This is an optimization exercise on Yosys and OpenROAD, whose aim is small area, a short achievable clock period and few clock cycles per item, not a production implementation. In this exercise RTL edits were held to simulation tests only and were not proved equivalent to the original. Power figures rest on the tool's default switching activity, not on a simulated workload.

// llnn_wrapper
module llnn_wrapper (
    input  logic        clk,
    input  logic        rst_n,
    input  logic [15:0] S_AXI_AWADDR,
    input  logic        S_AXI_AWVALID,
    output logic        S_AXI_AWREADY,
    input  logic [31:0] S_AXI_WDATA,
    input  logic [3:0]  S_AXI_WSTRB,
    input  logic        S_AXI_WVALID,
    output logic        S_AXI_WREADY,
    output logic [1:0]  S_AXI_BRESP,
    output logic        S_AXI_BVALID,
    input  logic        S_AXI_BREADY,
    input  logic [15:0] S_AXI_ARADDR,
    input  logic        S_AXI_ARVALID,
    output logic        S_AXI_ARREADY,
    output logic [31:0] S_AXI_RDATA,
    output logic [1:0]  S_AXI_RRESP,
    output logic        S_AXI_RVALID,
    input  logic        S_AXI_RREADY
);
    top u_net (
        .clk           (clk),
        .rst_n         (rst_n),
        .S_AXI_AWADDR  (S_AXI_AWADDR),
        .S_AXI_AWVALID (S_AXI_AWVALID),
        .S_AXI_AWREADY (S_AXI_AWREADY),
        .S_AXI_WDATA   (S_AXI_WDATA),
  ...
export LEC_CHECK = 0
export CAP_MARGIN = 35
export CORE_MARGIN = 2
export CORE_UTILIZATION = 60
export SLEW_MARGIN = 35
create_clock -name core_clock -period 20.0 [get_ports {clk}]
standard.sh (not shown) runs the stock make flow with config.mk's settings and CLKGATE_MAP_FILE= SYNTH_SCRIPT=/design/flow/synth_recipe.tcl, a recipe that flattens the netlist after the stock synthesis.
==> flow/flow/run.sh <==
#!/bin/bash
# The standard layout (standard.sh: the unchanged standard synthesis, then
# ORFS through finish) with these changes to how the layout is optimised:
#  * the port buffers inserted before global placement are
#    sky130_fd_sc_hd__buf_4 instead of the default pick (a delay buffer,
#    clkdlybuf4s50_1, ~0.5 ns each on every input-to-output path);
#  * repair_timing aims for 11.5 ns of setup slack on the 20 ns clock (the
#    design's paths are ~8.5 ns long; with the default margin nothing on them
#    is ever sized for speed);
#  * clock tree synthesis clusters flip-flops up to 60 um across (30 at most
#    per leaf buffer) and inserts no dummy loads, for a smaller clock tree.
# The clock, its period and every constraint are the standard flow's own.
set -euo pipefail
cd "$(dirname "$0")/.."
bash standard.sh "BUFFER_PORTS_ARGS=-buffer_cell sky130_fd_sc_hd__buf_4" \
  "SETUP_SLACK_MARGIN=11.5" \
  "CTS_ARGS=-sink_clustering_enable -repair_clock_nets -dont_use_dummy_load -sink_clustering_size 30 -sink_clustering_max_diameter 60" \
  finish > flow_make.log 2>&1
The first run finished with timing, DRC and antenna clean.
Testbench counts at the start, summed over its fixed seeds: cycles 5,760, inferences 384.
Change:
--- a/flow/design.v
+++ b/flow/design.v
@@ -7,32 +7,37 @@
     input  logic [6:0] phase    
 );
   logic [7:0] ring [4];
   genvar r;
   generate
     for (r = 0; r < 4; r++) begin : rings
       always_ff @(posedge clk) begin
         ring[r] <= {ring[r][6:0], cfg_ce ? cfg_data[r] : ring[r][7]};
       end
     end
   endgenerate
-  logic [7:0] col;
-  always_comb begin
-    for (int j = 0; j < 8; j++) col[j] = ring[lut_in[1:0]][j];
-  end
   wire [2:0] b = lut_in[4:2];
   wire [2:0] pos;
   assign pos[0] = b[0] ^ phase[0];
   assign pos[1] = b[1] ^ phase[1 + b[0]];
   assign pos[2] = b[2] ^ phase[3 + b[1:0]];
-  assign lut_out = col[pos];
+  function automatic logic mux4(input logic [3:0] d, input logic [1:0] s);
+    mux4 = s[1] ? (s[0] ? d[3] : d[2]) : (s[0] ? d[1] : d[0]);
+  endfunction
+  logic [7:0] col;
+  always_comb begin
+    for (int j = 0; j < 8; j++) col[j] = mux4({ring[3][j], ring[2][j], ring[1][j], ring[0][j]}, lut_in[1:0]);
+  end
+  wire lo = mux4(col[3:0], pos[1:0]);
+  wire hi = mux4(col[7:4], pos[1:0]);
+  assign lut_out = pos[2] ? hi : lo;
 endmodule
 module axi_lut_ctrl #(
     parameter TOTAL_GATES = 1512,
     parameter NET_INPUTS = 400,
     parameter NET_OUTPUTS = 4,
     parameter ADDR_W = 16,
     parameter DATA_W = 32,
     parameter GATE_SEL_W = (TOTAL_GATES > 1) ? $clog2(TOTAL_GATES) : 1
 ) (
     input logic S_AXI_ACLK,
     input logic S_AXI_ARESETN,
@@ -124,48 +129,56 @@
     if (wr_fire & wr_is_gate) begin
       gate_sel_r <= S_AXI_AWADDR[GATE_SEL_W+1:2];
       shift_reg  <= S_AXI_WDATA;
       bit_cnt    <= '0;
     end else begin
       bit_cnt   <= bit_cnt + 1'b1;
     end
   end
   wire [DATA_W-1:0] in_wdata = S_AXI_WDATA & {DATA_W{S_AXI_ARESETN}};
   wire [3:0] in_widx = S_AXI_AWADDR[5:2];
   wire wr_in_region = (S_AXI_AWADDR[15:6] == 10'(16'h9000 >> 6));
+  wire wr_is_input  = wr_in_region & (in_widx < 4'(NUM_INPUT_WORDS));
   generate
     for (gi = 0; gi < NUM_INPUT_WORDS; gi++) begin : in_word
       wire we = (wr_fire & wr_in_region & (in_widx == gi)) | ~S_AXI_ARESETN;
-      assign input_next[gi] = (in_wdata & {DATA_W{we}}) | (input_regs[gi] & {DATA_W{~we}});
+      wire we_l0 = wr_fire & (in_widx == gi);
       always_ff @(posedge S_AXI_ACLK) begin
-        input_regs[gi] <= input_next[gi];
+        input_regs[gi] <= (in_wdata & {DATA_W{we}}) | (input_regs[gi] & {DATA_W{~we}});
       end
+      assign input_next[gi] = we_l0 ? S_AXI_WDATA : input_regs[gi];
     end
   endgenerate
   logic s_axi_rvalid_reg;
   logic [DATA_W-1:0] s_axi_rdata_reg;
-  assign S_AXI_ARREADY = 1'b1;
+  logic ar_block;                      
+  wire  rd_fire = S_AXI_ARVALID & ~ar_block;
+  always_ff @(posedge S_AXI_ACLK) begin
+    if (!S_AXI_ARESETN) ar_block <= 1'b0;
+    else                ar_block <= wr_fire & ~wr_is_input;
+  end
+  assign S_AXI_ARREADY = ~ar_block;
   assign S_AXI_RVALID  = s_axi_rvalid_reg;
   assign S_AXI_RDATA   = s_axi_rdata_reg;
   assign S_AXI_RRESP   = 2'b00;
   always_ff @(posedge S_AXI_ACLK) begin
     if (!S_AXI_ARESETN) begin
       s_axi_rvalid_reg <= 1'b0;
-    end else if (S_AXI_ARVALID) begin
+    end else if (rd_fire) begin
       s_axi_rvalid_reg <= 1'b1;
     end else if (S_AXI_RREADY) begin
       s_axi_rvalid_reg <= 1'b0;
     end
   end
   always_ff @(posedge S_AXI_ACLK) begin
-    if (S_AXI_ARVALID) begin
+    if (rd_fire) begin
       if (S_AXI_ARADDR == ADDR_W'(16'h8000)) begin
         s_axi_rdata_reg <= '0;
       end else if (S_AXI_ARADDR == ADDR_W'(16'h8004)) begin
         s_axi_rdata_reg <= TOTAL_GATES;
       end else if (S_AXI_ARADDR >= ADDR_INPUT_BASE && S_AXI_ARADDR < ADDR_OUTPUT) begin
         s_axi_rdata_reg <= input_regs[S_AXI_ARADDR[5:2]];
       end else if (S_AXI_ARADDR == ADDR_OUTPUT) begin
         s_axi_rdata_reg <= {{(DATA_W - NET_OUTPUTS){1'b0}}, net_o};
       end else begin
         s_axi_rdata_reg <= 32'hDEAD_BEEF;
       end
=>
- design area barely changes
- power rose by 7.5%
- area after synthesis fell by 0.75%
- routed wire length fell by 3.8%
- non-clock buffer count fell by 41
- worst hold slack gets better by 40 ps
- utilization rose by 0.38 points
- setup slack gets better by 34 ps
- final cell count fell by 11%
- first-iteration DRC count fell by 11%
- sequential power rose by about 3%
- via count fell by 9.7%
- sequential share of layout area rose by 1.6 points
- flip-flop and latch count rose by 1
Testbench counts after the change, summed over its fixed seeds: cycles 5,760, inferences 384.

-- separate check: timing with driven ports --
Ports are ideal in the flow. The routed layouts listed here were re-timed in OpenROAD.
Step 1 (the two cells are an assumption about what drives the block):
set clk [get_ports {clk}]
set_driving_cell -lib_cell sky130_fd_sc_hd__clkbuf_16 $clk
set_driving_cell -lib_cell sky130_fd_sc_hd__buf_2 [delete_from_list [all_inputs] $clk]
Step 2 also shifts input and output timing later by t, the mid clock arrival at the registers, as if the neighbouring blocks saw the same clock.
Three values: ideal ports, drivers, drivers and shift; two values: the first two.
run | t, ns | setup slack, ns | clock arrival spread, ns
the first run | 1.133 | 11.429 / 11.503 / 10.394 | 0.169 / 0.169
the second run | 1.159 | 11.463 / 11.431 / 10.825 | 0.133 / 0.133
After both steps setup and hold are still met in every run listed. The setup slack of the first run, which loses most, moves by +0.074 ns with the drivers and by -1.035 ns with both steps.
